Context: an optimization exercise on an open-source flow, tuned for small area, a short achievable clock period and few clock cycles per item. The choices shown serve that exercise and are no tape-out recipe. Function was checked by simulation only, so behaviour that the tests miss may differ from the original. Power figures rest on the tool's default switching activity, not on a simulated workload.

==> run Y <==
==> flow/design.v <==
`timescale 1ns / 1ps
module p_datapath(clk, comp, gate_x_n, gate_y_n, data_ina, data_inb, key_ina, key_inb, cipher_out);
input clk, comp, gate_x_n, gate_y_n, data_ina, data_inb;
input [63:0] key_ina, key_inb;
output [127:0] cipher_out;
wire [63:0] Xout_a, Xout_b, Yout_a, Yout_b;
data_share2 share_a(.clk(clk), .comp(comp), .data_in(data_ina), .key_in(key_ina),
		    .X_out(Xout_a), .Y_out(Yout_a), .X_in(Xout_b));
data_share2 share_b(.clk(clk), .comp(comp), .data_in(data_inb), .key_in(key_inb),
		    .X_out(Xout_b), .Y_out(Yout_b), .X_in(Xout_a));
wire [127:0] gate = ~{{64{gate_x_n}}, {64{gate_y_n}}};
wire [127:0] res1 = {Xout_a, Yout_a} & gate;
wire [127:0] res2 = {Xout_b, Yout_b} & gate;
assign cipher_out = res1 ^ res2;
endmodule
module data_share2(clk, comp, data_in, key_in, X_out, Y_out, X_in);
input clk, comp, data_in;
input [63:0] key_in;
input [63:0] X_in;
output [63:0] X_out, Y_out;
localparam [63:0] PX = 64'haaaaaaaaaaaaaaaa;
localparam [63:0] PY = ~PX;
reg [63:0] Xs, Ys;
wire [63:0] X = Xs ^ PX;
wire [63:0] Y = Ys ^ PY;
wire [63:0] XL1 = {X[62:0], X[63]};
wire [63:0] XL2 = {X[61:0], X[63:62]};
wire [63:0] XL8 = {X[55:0], X[63:56]};
wire [63:0] XoL8 = {X_in[55:0], X_in[63:56]};
wire [63:0] own = XL1 & XL8;
wire [63:0] xprod = XL1 & XoL8;
always@(posedge clk)
begin
	if (comp) begin
		Xs <= (Y ^ XL2 ^ own ^ xprod ^ key_in) ^ PX;
		Ys <= X ^ PY;
	end
	else begin
		{Xs, Ys} <= {data_in, X, Y[63:1]} ^ {PX, PY};
	end
end
assign X_out = X;
assign Y_out = Y;
endmodule
`timescale 1ns / 1ps
module p_keysch10(clk, comp, load_key, z, data_in, key_out);
input clk, comp, load_key, z, data_in;
output [63:0] key_out;
localparam [63:0] PX = 64'haaaaaaaaaaaaaaaa;
localparam [63:0] PY = ~PX;
reg [63:0] KXs, KYs;
wire [63:0] KX = KXs ^ PX;
wire [63:0] KY = KYs ^ PY;
localparam [63:0] c = 64'hfffffffffffffffc;
always@(posedge clk)
begin
	if (comp) begin
		KXs <= (c ^ {63'd0, z} ^ KY ^ {KX[2:0],KX[63:3]} ^ {KX[3:0],KX[63:4]}) ^ PX;
		KYs <= KX ^ PY;
	end
	else begin
		{KXs, KYs} <= {load_key ? data_in : KY[0], KX, KY[63:1]} ^ {PX, PY};
	end
end
assign key_out = KY;
endmodule
`timescale 1ns / 1ps
module p_keysch11(clk, comp, load_key, data_in, key_out);
input clk, comp, load_key, data_in;
output [63:0] key_out;
localparam [63:0] PX = 64'haaaaaaaaaaaaaaaa;
localparam [63:0] PY = ~PX;
reg [63:0] KXs, KYs;
wire [63:0] KX = KXs ^ PX;
wire [63:0] KY = KYs ^ PY;
always@(posedge clk)
begin
	if (comp) begin
		KXs <= (KY ^ {KX[2:0],KX[63:3]} ^ {KX[3:0],KX[63:4]}) ^ PX;
		KYs <= KX ^ PY;
	end
	else begin
		{KXs, KYs} <= {load_key ? data_in : KY[0], KX, KY[63:1]} ^ {PX, PY};
	end
end
assign key_out = KY;
endmodule
`timescale 1ns / 1ps
module simon2share(clk, data_ina, data_inb, data_rdy, cipher_out, Done);
input clk;
input data_ina, data_inb;
input [1:0] data_rdy;
output [127:0] cipher_out;
output reg Done;
localparam [0:127] ZN = {67'b0101111011100000011010010011000101000010001111110010110110011101011, 60'd0, 1'b1};
reg [6:0] counter;	 
reg comp;		 
reg last_n, done_n;
wire load_key = (data_rdy == 2);
always @(posedge clk)
begin
	if (data_rdy == 0 || data_rdy == 2)
		counter <= 0;
	else
		counter <= counter + 1;
end
always @(posedge clk)
begin
	comp <= (data_rdy == 1 && counter == 127) || (data_rdy == 3 && comp);
	Done <= (data_rdy == 3) && comp && (counter == 67);
	done_n <= !((data_rdy == 3) && comp && (counter == 67));
	last_n <= !((data_rdy == 3) && ((comp && counter == 66) || !last_n));
end
reg z;
always @(posedge clk)
	z <= ZN[counter];
wire [63:0] keya, keyb;
p_datapath mydatapath(.clk(clk), .comp(comp), .gate_x_n(last_n), .gate_y_n(done_n),
		      .data_ina(data_ina), .data_inb(data_inb),
		      .key_ina(keya), .key_inb(keyb),
		      .cipher_out(cipher_out));
p_keysch10 mykeysch_a(.clk(clk), .comp(comp), .load_key(load_key), .z(z),
		      .data_in(data_ina), .key_out(keya));
p_keysch11 mykeysch_b(.clk(clk), .comp(comp), .load_key(load_key),
		      .data_in(data_inb), .key_out(keyb));
endmodule
==> flow/flow/run.sh <==
#!/bin/bash
# Standard ORFS layout (the standard.sh) with two changes to buffering:
#  - ports get a buf_2 as port buffer instead of the default cell;
#  - after global placement, each output-gate flip-flop (done_n, last_n) gets a
#    two-level buffer tree: one buffer per cluster of its loads (gate_tree.tcl).
# make's full output goes to standard.log; ORFS keeps per-step logs in orfs/logs.
set -uo pipefail
here=$(pwd)
export BUFFER_PORTS_ARGS="-buffer_cell sky130_fd_sc_hd__buf_2"
export POST_GLOBAL_PLACE_TCL="$here/flow/gate_tree.tcl"
export GATE_TREE_FLOPS='done_n$_DFF_P_ last_n$_DFF_P_'
export GATE_TREE_FANOUT=16
export GATE_TREE_CELL=sky130_fd_sc_hd__buf_4
bash standard.sh > standard.log 2>&1
==> flow/flow/gate_tree.tcl <==
# Build a two-level buffer tree for each output-gate net: the gate flip-flop
# drives one buffer per cluster of loads, placed at the cluster's centre.
proc gate_tree_kmeans {pts k} {
  # pts: list of {x y}; returns list of cluster indices
  set n [llength $pts]
  set cent {}
  for {set c 0} {$c < $k} {incr c} {
    lappend cent [lindex [lsort -real -index 2 [lmap p $pts {list {*}$p [expr {atan2([lindex $p 1]-0.0, [lindex $p 0]-0.0)}]}]] [expr {($c * $n) / $k}]]
  }
  set cent [lmap c $cent {lrange $c 0 1}]
  set asg [lrepeat $n 0]
  for {set it 0} {$it < 30} {incr it} {
    set i 0
    foreach p $pts {
      set best 0; set bd 1e30
      set c 0
      foreach q $cent {
        set d [expr {abs([lindex $p 0]-[lindex $q 0]) + abs([lindex $p 1]-[lindex $q 1])}]
        if {$d < $bd} { set bd $d; set best $c }
        incr c
      }
      lset asg $i $best
      incr i
    }
    set newc {}
    for {set c 0} {$c < $k} {incr c} {
      set sx 0.0; set sy 0.0; set m 0
      set i 0
      foreach p $pts {
        if {[lindex $asg $i] == $c} { set sx [expr {$sx + [lindex $p 0]}]; set sy [expr {$sy + [lindex $p 1]}]; incr m }
        incr i
      }
      if {$m > 0} { lappend newc [list [expr {$sx/$m}] [expr {$sy/$m}]] } else { lappend newc [lindex $cent $c] }
    }
    set cent $newc
  }
  return [list $asg $cent]
}

proc gate_tree {flop_name per_buf cell} {
  set block [ord::get_db_block]
  set dbu [$block getDbUnitsPerMicron]
  set inst [$block findInst $flop_name]
  if {$inst == "NULL"} { puts "gate_tree: no instance $flop_name"; return }
  set net [[$inst findITerm Q] getNet]
  # drop buffers already hanging on the net, so the tree sees the real loads
  for {set pass 0} {$pass < 8} {incr pass} {
    set bufs {}
    foreach it [$net getITerms] {
      if {[$it isOutputSignal]} continue
      set li [$it getInst]
      set m [$li getMaster]
      if {[string match "*__buf_*" [$m getName]] || [string match "*__clkbuf_*" [$m getName]]} {
        set onet [[$li findITerm X] getNet]
        # keep port buffers
        if {[llength [$onet getBTerms]] > 0} continue
        lappend bufs [get_cells [$li getName]]
      }
    }
    if {[llength $bufs] == 0} break
    remove_buffers $bufs
    set net [[$inst findITerm Q] getNet]
  }
  set pins {}; set pts {}
  foreach it [$net getITerms] {
    if {[$it isOutputSignal]} continue
    set li [$it getInst]
    set loc [$it getAvgXY]
    if {[lindex $loc 0] == 0} { set b [$li getBBox]; set loc [list 1 [expr {([$b xMin]+[$b xMax])/2}] [expr {([$b yMin]+[$b yMax])/2}]] }
    lappend pins "[$li getName]/[[$it getMTerm] getName]"
    lappend pts [list [expr {double([lindex $loc 1])/$dbu}] [expr {double([lindex $loc 2])/$dbu}]]
  }
  set n [llength $pins]
  set k [expr {max(1, int(ceil(double($n) / $per_buf)))}]
  puts "gate_tree: $flop_name net [$net getName] loads $n clusters $k"
  lassign [gate_tree_kmeans $pts $k] asg cent
  for {set c 0} {$c < $k} {incr c} {
    set lp {}
    set i 0
    foreach p $pins { if {[lindex $asg $i] == $c} { lappend lp [get_pins $p] }; incr i }
    if {[llength $lp] == 0} continue
    set xy [lindex $cent $c]
    insert_buffer -buffer_cell $cell -net [get_nets [$net getName]] -load_pins $lp -location $xy
  }
}

# Hook body (sourced after global placement): one tree per output-gate flop.
foreach flop $::env(GATE_TREE_FLOPS) {
  gate_tree $flop $::env(GATE_TREE_FANOUT) $::env(GATE_TREE_CELL)
}
==> flow/standard.sh <==
#!/bin/bash
# synth_recipe.tcl (not shown) runs the flow's synth.tcl, then flattens the netlist and writes it again
# the make line also repeats each setting of config.mk as NAME=value (left out here)
make -C /OpenROAD-flow-scripts/flow DESIGN_CONFIG=/design/flow/config.mk WORK_HOME=/design/flow/orfs CLKGATE_MAP_FILE= SYNTH_SCRIPT=/design/flow/synth_recipe.tcl "${@:-finish}"
==> flow/config.mk <==
export PLATFORM = sky130hd
export DESIGN_NAME = simon2share
export DESIGN_NICKNAME = simon2share
export VERILOG_FILES = /design/flow/design.v
export SDC_FILE = /design/flow/constraint.sdc
export NUM_CORES = 4
export LEC_CHECK = 0
export CAP_MARGIN = 20
export CORE_MARGIN = 2
export CORE_UTILIZATION = 60
export CTS_CLUSTER_DIAMETER = 90
export CTS_CLUSTER_SIZE = 28
export PLACE_DENSITY = 0.75
export SETUP_SLACK_MARGIN = 2.45
export SLEW_MARGIN = 20
==> flow/constraint.sdc <==
create_clock -name core_clock -period 5.0 [get_ports {clk}]
set_input_delay 1.0000 -clock core_clock [delete_from_list [all_inputs] [get_ports {clk}]]
set_output_delay 1.0000 -clock core_clock [all_outputs]
set_load 0.01 [all_outputs]
==> inputs of run X, as changes to run Y <==
==> flow/design.v (replaced) <==
`timescale 1ns / 1ps
module p_datapath(clk, comp, gate_x, gate_y, data_ina, data_inb, key_ina, key_inb, cipher_out);
input clk, comp, gate_x, gate_y, data_ina, data_inb;
input [63:0] key_ina, key_inb;
output [127:0] cipher_out;
wire [63:0] Xout_a, Xout_b, Yout_a, Yout_b;
data_share2 share_a(.clk(clk), .comp(comp), .data_in(data_ina), .key_in(key_ina),
		    .X_out(Xout_a), .Y_out(Yout_a), .X_in(Xout_b));
data_share2 share_b(.clk(clk), .comp(comp), .data_in(data_inb), .key_in(key_inb),
		    .X_out(Xout_b), .Y_out(Yout_b), .X_in(Xout_a));
wire [127:0] gate = {{64{gate_x}}, {64{gate_y}}};
wire [127:0] res1 = {Xout_a, Yout_a} & gate;
wire [127:0] res2 = {Xout_b, Yout_b} & gate;
assign cipher_out = res1 ^ res2;
endmodule
module data_share2(clk, comp, data_in, key_in, X_out, Y_out, X_in);
input clk, comp, data_in;
input [63:0] key_in;
input [63:0] X_in;
output [63:0] X_out, Y_out;
reg [63:0] X, Y;
wire [63:0] XL1 = {X[62:0], X[63]};
wire [63:0] XL2 = {X[61:0], X[63:62]};
wire [63:0] XL8 = {X[55:0], X[63:56]};
wire [63:0] XoL8 = {X_in[55:0], X_in[63:56]};
wire [63:0] own = XL1 & XL8;
wire [63:0] xprod = XL1 & XoL8;
always@(posedge clk)
begin
	if (comp) begin
		X <= Y ^ XL2 ^ own ^ xprod ^ key_in;
		Y <= X;
	end
	else begin
		{X, Y} <= {data_in, X, Y[63:1]};
	end
end
assign X_out = X;
assign Y_out = Y;
endmodule
`timescale 1ns / 1ps
module p_keysch10(clk, comp, load_key, z, data_in, key_out);
input clk, comp, load_key, z, data_in;
output [63:0] key_out;
reg [63:0] KX, KY;
localparam [63:0] c = 64'hfffffffffffffffc;
always@(posedge clk)
begin
	if (comp) begin
		KX <= c ^ {63'd0, z} ^ KY ^ {KX[2:0],KX[63:3]} ^ {KX[3:0],KX[63:4]};
		KY <= KX;
	end
	else begin
		{KX, KY} <= {load_key ? data_in : KY[0], KX, KY[63:1]};
	end
end
assign key_out = KY;
endmodule
`timescale 1ns / 1ps
module p_keysch11(clk, comp, load_key, data_in, key_out);
input clk, comp, load_key, data_in;
output [63:0] key_out;
reg [63:0] KX, KY;
always@(posedge clk)
begin
	if (comp) begin
		KX <= KY ^ {KX[2:0],KX[63:3]} ^ {KX[3:0],KX[63:4]};
		KY <= KX;
	end
	else begin
		{KX, KY} <= {load_key ? data_in : KY[0], KX, KY[63:1]};
	end
end
assign key_out = KY;
endmodule
`timescale 1ns / 1ps
module simon2share(clk, data_ina, data_inb, data_rdy, cipher_out, Done);
input clk;
input data_ina, data_inb;
input [1:0] data_rdy;
output [127:0] cipher_out;
output reg Done;
localparam [0:127] ZN = {67'b0101111011100000011010010011000101000010001111110010110110011101011, 60'd0, 1'b1};
reg [6:0] counter;	 
reg comp;		 
reg last;		 
wire load_key = (data_rdy == 2);
always @(posedge clk)
begin
	if (data_rdy == 0 || data_rdy == 2)
		counter <= 0;
	else
		counter <= counter + 1;
end
always @(posedge clk)
begin
	comp <= (data_rdy == 1 && counter == 127) || (data_rdy == 3 && comp);
	Done <= (data_rdy == 3) && comp && (counter == 67);
	last <= (data_rdy == 3) && ((comp && counter == 66) || last);
end
reg z;
always @(posedge clk)
	z <= ZN[counter];
wire [63:0] keya, keyb;
p_datapath mydatapath(.clk(clk), .comp(comp), .gate_x(last), .gate_y(Done),
		      .data_ina(data_ina), .data_inb(data_inb),
		      .key_ina(keya), .key_inb(keyb),
		      .cipher_out(cipher_out));
p_keysch10 mykeysch_a(.clk(clk), .comp(comp), .load_key(load_key), .z(z),
		      .data_in(data_ina), .key_out(keya));
p_keysch11 mykeysch_b(.clk(clk), .comp(comp), .load_key(load_key),
		      .data_in(data_inb), .key_out(keyb));
endmodule
==> flow/flow/run.sh (replaced) <==
#!/bin/bash
# Standard ORFS layout (the standard.sh) with two changes to buffering:
#  - ports get a buf_2 as port buffer instead of the default cell;
#  - after global placement, each output-gate flip-flop (Done, last) gets a
#    two-level buffer tree: one buffer per cluster of its loads (gate_tree.tcl).
# make's full output goes to standard.log; ORFS keeps per-step logs in orfs/logs.
set -uo pipefail
here=$(pwd)
export BUFFER_PORTS_ARGS="-buffer_cell sky130_fd_sc_hd__buf_2"
export POST_GLOBAL_PLACE_TCL="$here/flow/gate_tree.tcl"
export GATE_TREE_FANOUT=16
export GATE_TREE_CELL=sky130_fd_sc_hd__buf_4
bash standard.sh > standard.log 2>&1
--- a/flow/flow/gate_tree.tcl
+++ b/flow/flow/gate_tree.tcl
@@ -85,6 +85,6 @@
 }
 
 # Hook body (sourced after global placement): one tree per output-gate flop.
-foreach flop $::env(GATE_TREE_FLOPS) {
+foreach flop {Done$_DFF_P_ last$_DFF_P_} {
   gate_tree $flop $::env(GATE_TREE_FANOUT) $::env(GATE_TREE_CELL)
 }
- CORE_UTILIZATION: 60 -> 40
- CTS_CLUSTER_DIAMETER: 90 -> default
- CTS_CLUSTER_SIZE: 28 -> default
- PLACE_DENSITY: 0.75 -> 0.6
- SETUP_SLACK_MARGIN: 2.45 -> 2.6
==> comparison table <==
| quantity | run X | run Y |
|---|---|---|
| Outcome | complete, no violations | complete, no violations |
| Non-clock inverter count | 2 | 5 |
| Total Routing Usage GR | 0.171 | 0.234 |
| Worst skew pair latency | 0.60 ns | 0.57 ns |
| Number of rows created at floorplan | 90 | 73 |
| Inserted Clock Buffers | 56 | 22 |
| Finished layout cell area | 0.0308 mm² | 0.0275 mm² |
| Placed wire-length estimate | 37500 µm | 35200 µm |
| Xor and xnor area share after synthesis | 0.276 | 0.281 |
| PD cells | 332 mW/mm² | 284 mW/mm² |
| FF+latch area | 0.0107 mm² | 0.0107 mm² |
| Number of distinct standard cells referenced by the synthesized netlist | 28 | 33 |
| Routed length on met1 | 26500 µm | 24400 µm |
| Part of the power in combinational logic | 0.127 | 0.129 |
| Worst VDD drop | 0.264 mV | 0.204 mV |
| Area taken by multi-input logic gates | 0.0149 mm² | 0.0141 mm² |
| Actual transition at the worst max-transition pin | 0.943 ns | 0.895 ns |
| Global-route wire length before repair | 87900 µm | 79500 µm |
Testbench counts of run Y, summed over its fixed seeds: cycles 20,800, items 64.
Testbench counts of run X, summed over its fixed seeds: cycles 20,800, items 64.

afterwards: timing with drivers on the ports:
The flow's constraints put no driver on any port. The routed layouts listed below were extracted and timed again, unchanged, in two steps.
Step 1 assumes that a clkbuf_16 drives the clock port and a buf_2 every other input.
Step 2 times the ports against the registers' clock, not the clock port: input delays grow and output delays shrink by t, the midpoint of the rising clock arrivals with the driver on.
a / b / c = ideal ports / drivers / drivers and shift; a / b = the first two.
run	shift t [ns]	setup WS [ns]	worst setup path after step 2	clock arrival spread, ns	worst data-port slew with drivers (ns)
run Y	0.611	2.453 / 2.397 / 2.914	register to register	0.032 / 0.032	0.03
run X	0.637	2.416 / 2.362 / 2.865	register to register	0.027 / 0.028	0.03
After both steps setup and hold are still met in every run listed.
